From an optimization exercise on the open Yosys and OpenROAD flow, aimed at a short achievable clock period and few clock cycles; shortcuts taken in it are not production practice. The RTL was checked by simulation tests, not by an equivalence proof against the original design.

$ cat flow/design.v
`timescale 1ns / 1ps
module SignZeroExtend(
        input wire [15:0] immediate,     
        input ExtSel,                    
        output [31:0] extendImmediate
    );
    assign extendImmediate[15:0] = immediate;
    assign extendImmediate[31:16] = ExtSel ? (immediate[15] ? 16'hffff : 16'h0000) : 16'h0000;
endmodule
`timescale 1ns / 1ps
module RegisterFile(
       input CLK,                
       input RegWre,
       input [4:0] rs,
       input [4:0] rt,
       input [4:0] rd,
       input [1:0] RegDst,
       input [31:0] WriteData, 
       output reg[31:0] ReadData1,
       output reg[31:0] ReadData2
    );
    reg [31:0] regFile[0:31];
    always@(*)  begin
        ReadData1 = (rs == 0) ? 32'h0 : regFile[rs];
        ReadData2 = (rt == 0) ? 32'h0 : regFile[rt];
    end
    reg [4:0] WriteReg; 
    always@(RegDst or rt or rd) begin
        case (RegDst)
            2'b00: WriteReg = 31;
            2'b01: WriteReg = rt;
            default: WriteReg = rd;
        endcase
    end
    always@(posedge CLK) begin
        if(RegWre && WriteReg)begin
                regFile[WriteReg] <= WriteData;
            end
    end
endmodule
`timescale 1ns / 1ps
module PC(
       input CLK,                
       input Reset,             
       input PCWre,             
       input [1:0] PCSrc,            
       input [31:0] immediate,  
       input [25:0] addr,
       input [31:0] rs_val,
       output reg [31:0] curPC,  
       output reg [31:0] PC4,
       output reg [31:0] nextPC
    );
    always@(Reset or curPC or PCSrc or immediate or addr or rs_val)
    begin
        PC4 = curPC + 4;
        if(!Reset) begin
            nextPC = 0;
        end
        else begin
            case(PCSrc)
                2'b00: nextPC = curPC + 4;
                2'b01: nextPC = curPC + 4 + immediate * 4;
                2'b10: nextPC = rs_val;
                2'b11: nextPC = {PC4[31:28],addr,2'b00};
            endcase
        end
    end
    always@(posedge CLK or negedge Reset)
    begin
        if(!Reset)  
            begin
                curPC <= 0;
            end
        else 
            begin
                if(PCWre)  
                    begin 
                        curPC <= nextPC;
                    end
                else     
                    begin
                        curPC <= curPC;
                    end
            end
    end
endmodule
`timescale 1ns / 1ps
module IR(
        input CLK,
        input RST,
        input IRWre,
        input [31:0] instruction,
        output reg[31:0] out
    );
    always@(posedge CLK or negedge RST) begin
        if (RST == 0) begin
            out <= 0;
        end
        else if (IRWre) begin
            out <= instruction;
        end
        else begin
            out <= out;
        end
    end
endmodule
`timescale 1ns / 1ps
module DR(
    input CLK,
    input [31:0] data,
    output reg[31:0] out
    );
    always@(negedge CLK) begin
        out <= data;
    end
endmodule
`timescale 1ns / 1ps
module ALU(
    input [2:0] ALUOp,
    input [31:0] A,
    input [31:0] B,
    output reg [31:0] result,
    output zero,
    output sign
    );
    assign zero = (result==0)?1:0;
    assign sign = result[31] == 0 ? 0 : 1;
    always @( ALUOp or A or B ) begin
        case (ALUOp)
          3'b000 : result = A + B;
          3'b001 : result = A - B;
          3'b101 : result = (A < B) ? 1 : 0; 
          3'b110 : result = (A < B && A[31] == B[31] || 
                                          A[31] == 1 && B[31] == 0) ? 1:0;
          3'b010 : result = B << A;
          3'b011 : result = A | B;
          3'b100 : result = A & B; 
          3'b111 : result = A ^ B;
         default : result = 32'h00000000;
         endcase
     end
endmodule
`timescale 1ns / 1ps
module ControlUnit(
        input zero,
        input sign,
        input CLK,
        input RST,         
        input [5:0] op,     
        output reg PCWre, 
        output reg ALUSrcA,     
        output reg ALUSrcB,      
        output reg DBDataSrc, 
        output reg RegWre, 
        output reg WrRegDSrc,  
        output reg InsMemRW, 
        output reg mRD,         
        output reg mWR, 
        output reg IRWre,   
        output reg ExtSel,   
        output reg [1:0] PCSrc,  
        output reg [1:0] RegDst,   
        output reg [2:0] ALUOp,     
        output reg [2:0] status  
    );
	parameter ADD  = 6'b000000;  
	parameter ADDIU  = 6'b000010;  
	parameter SUB  = 6'b000001; 
	parameter ORI  = 6'b010010; 
	parameter XORI  = 6'b010011; 
	parameter AND  = 6'b010000; 
	parameter ANDI  = 6'b010001; 
	parameter SLL  = 6'b011000; 
	parameter SLT  = 6'b100111; 
	parameter SLTI  = 6'b100110; 
	parameter BEQ  = 6'b110100; 
	parameter BNE  = 6'b110101; 
	parameter BLTZ  = 6'b110110; 
	parameter JAL  = 6'b111010; 
	parameter J  = 6'b111000; 
	parameter JR  = 6'b111001; 
	parameter SW  = 6'b110000; 
	parameter LW  = 6'b110001; 
	parameter HALT  = 6'b111111; 
    parameter sIF = 3'b000;
    parameter sID = 3'b001;
    parameter sEXE= 3'b010;
    parameter sMEM= 3'b100;
    parameter sWB = 3'b011;
    always@(negedge CLK or negedge RST) begin
        if (RST == 0) begin
            status <= 3'b000;
        end
        else begin
            case (status) 
                sIF: status <= sID;
                sID: begin
                        case (op)
                            J, JR, HALT: status <= sIF;
                            JAL: status <= sWB;
                            default: status <= sEXE;
                        endcase
                end
                sEXE: begin
                        case (op)
                            BEQ, BLTZ: status <= sIF;
                            SW, LW: status <= sMEM;
                            default: status <= sWB;
                        endcase
                end
                sMEM: begin
                        case (op)
                            SW: status <= sIF;
                            default: status <= sWB;
                        endcase
                end
                sWB: status <= sIF;
                default: status <= sIF;           
            endcase
        end
    end
    always@(op or zero or sign or status) 
    begin
        InsMemRW = 1;  
        PCWre = (op != HALT && status == sIF) ? 1 : 0;    
        ALUSrcA = (op == SLL) ? 1 : 0;
        ALUSrcB = (op == ADDIU || op == ANDI || op == ORI || op == XORI || op == SLTI || op == LW || op == SW) ? 1 : 0;
        DBDataSrc = (op == LW) ? 1 : 0;
        RegWre = (status != sWB || op == BEQ || op == BNE || op == BLTZ || op == J || op == SW || op == JR || op == HALT) ? 0 : 1;
        WrRegDSrc = (op == JAL) ? 0 : 1;
        mRD = (status == sMEM && op == LW) ? 1 : 0;
        mWR = (status == sMEM && op == SW) ? 1 : 0;      
        IRWre = (status == sID) ? 1 : 0;
        ExtSel = (op == ORI || op == XORI || op == ANDI) ? 0 : 1;
        case (op) 
            J, JAL: PCSrc = 2'b11;
            JR: PCSrc = 2'b10;
            BEQ: PCSrc = (zero == 1) ? 2'b01 : 2'b00;
			BNE: PCSrc = (zero == 0) ? 2'b01 : 2'b00;
            BLTZ: PCSrc = (sign == 1 && zero == 0) ? 2'b01: 2'b00;
            default: PCSrc = 2'b00;
        endcase
        case (op)
            JAL: RegDst = 2'b00;
            ADDIU, ANDI, ORI, XORI, SLTI, LW: RegDst = 2'b01;
            default: RegDst = 2'b10;
        endcase
        case (op) 
            ADD, ADDIU, SW, LW: 
                    ALUOp = 3'b000;
            SUB, BEQ, BNE, BLTZ: 
                    ALUOp = 3'b001;
            SLT, SLTI:
                    ALUOp = 3'b110;
            SLL:
                    ALUOp = 3'b010;
            ORI:
                    ALUOp = 3'b011;
            AND, ANDI:
                    ALUOp = 3'b100;
			XORI:
					ALUOp = 3'b111;
            default:
                    ALUOp = 3'b000;         
        endcase
    end
endmodule
`timescale 1ns / 1ps
module MultipleCycleCPU(
        input CLK,
        input RST,
        output [31:0] imem_addr,
        input  [31:0] imem_rdata,
        output [31:0] dmem_addr,
        output [31:0] dmem_wdata,
        output dmem_we,
        input  [31:0] dmem_rdata,
        output halted
    );
    wire [31:0] curPC, nextPC, instruction, DB, ALUResult, ADR_out, BDR_out;
    wire zero, sign, PCWre, ALUSrcA, ALUSrcB, DBDataSrc, RegWre, WrRegDSrc;
    wire InsMemRW, mRD, mWR, IRWre, ExtSel;
    wire [1:0] PCSrc;
    wire [1:0] RegDst;
    wire [2:0] ALUOp;
    wire [2:0] status;
    wire [5:0] op;
    wire [4:0] rs, rt, rd, sa;
    wire [15:0] immediate;
    wire [31:0] extendImmediate;
    wire [25:0] addr;
    assign op = instruction[31:26];
    assign rs = instruction[25:21];
    assign rt = instruction[20:16];
    assign rd = instruction[15:11];
    assign sa = instruction[5:0];
    assign immediate = instruction[15:0];
    assign addr = instruction[25:0];
    SignZeroExtend SignZeroExtend(.immediate(immediate),
                                  .ExtSel(ExtSel),
                                  .extendImmediate(extendImmediate));
    wire [31:0] ReadData1, ReadData2, PC4, IDataOut,ALUoutDR_out, DataOut;
    RegisterFile RegisterFile(.CLK(CLK),
                        .RegWre(RegWre),
                        .rs(rs),
                        .rt(rt),
                        .rd(rd),
                        .RegDst(RegDst),
                        .WriteData(WrRegDSrc ? DB : PC4),
                        .ReadData1(ReadData1),
                        .ReadData2(ReadData2));
    PC PC(.CLK(CLK),
          .Reset(RST),
          .PCWre(PCWre),
          .PCSrc(PCSrc),
          .immediate(extendImmediate),
          .addr(addr),
          .curPC(curPC),
          .PC4(PC4),
          .nextPC(nextPC),
          .rs_val(ReadData1));     
    assign imem_addr = curPC;
    assign IDataOut = imem_rdata;
    IR IR(.CLK(CLK),
          .RST(RST),
          .IRWre(IRWre),
          .instruction(IDataOut),
          .out(instruction));
    DR ADR(.CLK(CLK), 
           .data(ReadData1),
           .out(ADR_out));
    DR BDR(.CLK(CLK), 
                  .data(ReadData2),
                  .out(BDR_out));
    ALU ALU(.ALUOp(ALUOp),
            .A(ALUSrcA ? {27'b0, sa} : ADR_out),
            .B(ALUSrcB ? extendImmediate: BDR_out),
            .result(ALUResult),
            .zero(zero),
            .sign(sign));
    DR ALUoutDR(.CLK(CLK),
        .data(ALUResult),
        .out(ALUoutDR_out));
    ControlUnit ControlUnit(.zero(zero),
                            .sign(sign),
                            .CLK(CLK),
                            .RST(RST),
                            .op(op),
                            .PCWre(PCWre),
                            .ALUSrcA(ALUSrcA),
                            .ALUSrcB(ALUSrcB),   
                            .DBDataSrc(DBDataSrc),
                            .RegWre(RegWre),
                            .WrRegDSrc(WrRegDSrc),
                            .InsMemRW(InsMemRW),        
                            .mRD(mRD),
                            .mWR(mWR),
                            .IRWre(IRWre),
                            .ExtSel(ExtSel),
                            .PCSrc(PCSrc),
                            .RegDst(RegDst),
                            .ALUOp(ALUOp),
                            .status(status)
                            );
    assign dmem_addr = ALUoutDR_out;
    assign dmem_wdata = BDR_out;
    assign dmem_we = mWR;
    assign DataOut = dmem_rdata;
    DR DBDR(.CLK(CLK),
            .data(DBDataSrc ? DataOut : ALUResult),
            .out(DB));
    assign halted = (op == 6'b111111);
endmodule
$ cat flow/run.sh
#!/bin/bash
# synth_recipe.tcl (not shown) runs the flow's synth.tcl, then flattens the netlist and writes it again
# the make line also repeats each setting of config.mk as NAME=value (left out here)
make -C /OpenROAD-flow-scripts/flow DESIGN_CONFIG=/design/flow/config.mk WORK_HOME=/design/flow/orfs CLKGATE_MAP_FILE= SYNTH_SCRIPT=/design/flow/synth_recipe.tcl finish
$ cat flow/config.mk
export PLATFORM = sky130hd
export DESIGN_NAME = MultipleCycleCPU
export DESIGN_NICKNAME = MultipleCycleCPU
export VERILOG_FILES = /design/flow/design.v
export SDC_FILE = /design/flow/constraint.sdc
export NUM_CORES = 4
export LEC_CHECK = 0
export CAP_MARGIN = 20
export CORE_MARGIN = 2
export CORE_UTILIZATION = 40
export SETUP_SLACK_MARGIN = 0.5
export SLEW_MARGIN = 20
$ cat flow/constraint.sdc
create_clock -name core_clock -period 12.5 [get_ports {CLK}]
set_input_delay 2.5000 -clock core_clock [delete_from_list [all_inputs] [get_ports {CLK}]]
set_output_delay 2.5000 -clock core_clock [all_outputs]
set_load 0.01 [all_outputs]
==> summary.txt <==
## cell families (layout without fill, tap and decap cells)
| kind of cell | Yosys count | in the layout | share of synthesized area (%) |
|---|---|---|---|
| other | 1 | 34 | 0.005820 |
| and+or+nand+nor | 930 | 930 | 6.678 |
| adders and majority gates | 127 | 127 | 2.501 |
| buffers and inverters | 438 | 847 | 2.687 |
| muxes | 792 | 792 | 24.95 |
| xor gates and xnor gates | 74 | 74 | 1.006 |
| DFF | 1219 | 1219 | 54.30 |
| AOI/OAI and AO/OA | 746 | 746 | 7.874 |
## metrics by stage
step | std cells
after global routing | 6927
final | 6929
after CTS | 6912
after detailed placement | 6553
after global placement | 6547
after floorplan | 4358
## layout make-up
class	count	area [µm²]	share of cell area [%]
Sequential cell	1219	35030	47.01
Multi-Input combinational cell	2701	28450	38.18
Timing Repair Buffer	352	3331	4.470
Clock buffer	152	3281	4.403
Tap cell	2160	2703	3.627
Clock inverter	203	1185	1.590
Inverter	140	525.5	0.7053
Antenna cell	2	5.005	0.006717
## critical path: stages, from the launching register on
cell       delay, ns
dfxtp_1         0.31
a21boi_4        0.15
nor2_4          0.20
inv_1           0.09
ha_2            0.23
fa_2            0.45
a211oi_4        0.29
o21bai_2        0.12
a2111oi_2       0.40
buf_4           0.19
o41ai_1         0.12
a221oi_1        0.34
xnor2_1         0.11
nand2_1         0.08
nand4b_1        0.16
nor4_2          0.30
nand4_1         0.29
and4b_4         0.52
buf_4           0.15
a21oi_2         0.08
a221oi_4        0.32
buf_4           0.18
o21a_1          0.11
a2111oi_0       0.05
a221oi_1        0.28
## what timing repair did
action                                 4_1_cts  5_1_grt
endpoints found under the hold margin        0        0
pin swaps                                    4       14
cloned                                       0        1
setup endpoints to repair                   29       35
resized for setup                            8       47
setup buffers                                5       12
## cell usage after synthesis, drive strengths merged (19+ instances only)
cell type	number
nand2b	20
o21bai	19
nand2	309
and3	25
nor3	45
xor2	19
and2	39
a21o	30
mux2	41
ha	124
dfxtp	128
a221oi	23
clkbuf	197
a31oi	29
buf	100
nor2	299
dfrtp	64
edfxtp	1024
a21oi	144
o22ai	24
inv	140
o21ai	192
nand3	78
a211oi	27
mux4	642
xnor2	55
o211ai	42
o21a	22
nor4	20
mux2i	109
## flip-flops by register name, summed over array words and instances (netlist names)
register,cells
ALUoutDR.out,32
RegisterFile.regFile,1024
ControlUnit.status,3
ADR.out,32
PC.curPC,32
IR.out,32
BDR.out,32
DBDR.out,32
## metal layers
metal / vias up / part of all wire, % / global-route usage [%]
met4: 2 / 5.6 / 13.60
li1: 18130 / - / -
met5: - / 0.0079 / 0
met1: 23000 / 37 / 35.68
met2: 2557 / 48 / 44.97
met3: 580 / 9.4 / 5.152
## worst min path at each step
stage / cells past startpoint / end / start
5_1_grt: 1 / ControlUnit.status[0] / ControlUnit.status[1]
6_report: 1 / ControlUnit.status[0] / ControlUnit.status[1]
4_1_cts: 1 / ControlUnit.status[0] / ControlUnit.status[1]
3_5_place_dp: 1 / ControlUnit.status[0] / ControlUnit.status[1]
2_1_floorplan: 1 / ControlUnit.status[0] / ControlUnit.status[1]
3_3_place_gp: 1 / ControlUnit.status[0] / ControlUnit.status[1]
==> results by group <==
Synthesis
  • Count of cell types in the netlist: 109
  • Synthesized area per cell: 14.89 µm²
  • Ys async rst share: 5.496%
  • Post-synth EDFFs: 1024
  • Flops & latches, synth: 1219
  • Synthesized cell area: 64440 µm²
  • Sequential area share after synthesis: 54.30%
  • Synth Instances: 4327
  • Synth top area cells: edfxtp_1 (48%), mux4_2 (22%), dfxtp_1 (4.0%)
  • Synth Flop Type: edfxtp_1
  • Top-area cell type share of the netlist area: 47.72%
  • Syn. warnings: 6
  • Area leader, netlist: edfxtp_1

CTS
  • Hold_buf cts: 0
  • Clock root cell: clkbuf_16
  • Skew-Pair Late Insertion Delay: 0.77 ns
  • CTS sink cnt: 1219
  • Clock transition at path regs: 0.06 ns
  • Num CTS Buffers: 121
  • Max Root-Sink Buffers: 3
  • H-Tree Depth: 3
  • CTS tree: yes

Global routing
  • First-pass GRT wire length: 322900 µm
  • Pin count of the biggest net entering global routing: 122
  • Initial antenna violation count: 7
  • Vias in the first global route: 43740
  • Tot GR Track Use: 27.66%
  • Grt ovf: 0

Setup path
  • Critical path data required time: 13.14 ns
  • CP Capture Point: PC.curPC[8]
  • Worst r2r src: ADR.out[0]
  • CP startpoint kind: flop
  • Worst reg2reg path endpoint: PC.curPC[8]
  • Worst Path Arrival: 12.50 ns
  • Worst setup path category: reg -> reg
  • CP Capture Type: flop
  • Critical path origin: ADR.out[0]
  • Reg2reg setup slack: 0.64 ns
  • Crit Path Max Fanout: 5
  • Reg2reg path depth: 24

Hold path
  • Worst min path class: reg -> reg

Routing
  • Drt wl/cell: 33.04 µm
  • Drt drc: 0
  • Router iterations before antenna repair: 9
  • Via-to-Cell Ratio: 6.388
  • Detail Route Antenna Nets: 0
  • Routed vias: 44260
  • Initial DRC count: 5751
  • Final WL: 228900 µm

Place
  • Post-DP Area: 69590 µm²
  • Post-DP HPWL: 153000 µm
  • PortBufs: 163
  • Place WS: 0.2526 ns
  • GPL Wtd Cong: 1.070

Floorplanning
  • I/O pins: 164
  • Die width: 405.4 µm
  • Die ar.: 164300 µm²
  • Initial cell density of the core: 40.22%
  • Std-Cell Rows: 147
  • Core area: 160200 µm²
  • DIE HEIGHT: 405.4 µm

Layout
  • Cell area after layout: 74510 µm²
  • Most common cell after layout, fill and taps aside: edfxtp_1
  • Commonest non-fill, non-tap cells in the layout: edfxtp_1 (1024), mux4_2 (642), nand2_1 (296), inv_1 (265), nor2_1 (257)
  • Util after Layout: 46.51%
  • # nets final: 4856
  • Share of cells above drive strength 1: 25.76%
  • Syn-to-layout area delta: 15.63%
  • Fillers: 13830

Timing
  • Setup TNS: 0 ns
  • Hold_ws: 0.5296 ns
  • RSZ-0062 raised after global routing: no
  • Slew Limit Headroom: 10.75%
  • Worst slew pin tran: 1.325 ns
  • Clock Skew: 0.08866 ns
  • Final Hold Vio Count: 0
  • Final WS setup: 0.6396 ns
  • Fin. max-slew vios: 0
  • Number of setup violations in the final report: 0

Flow run
  • Max_cap viols: 0

Run status
  • Status: timing/DRC/antenna clean
Testbench counts, summed over its fixed seeds: cycles 583,124.
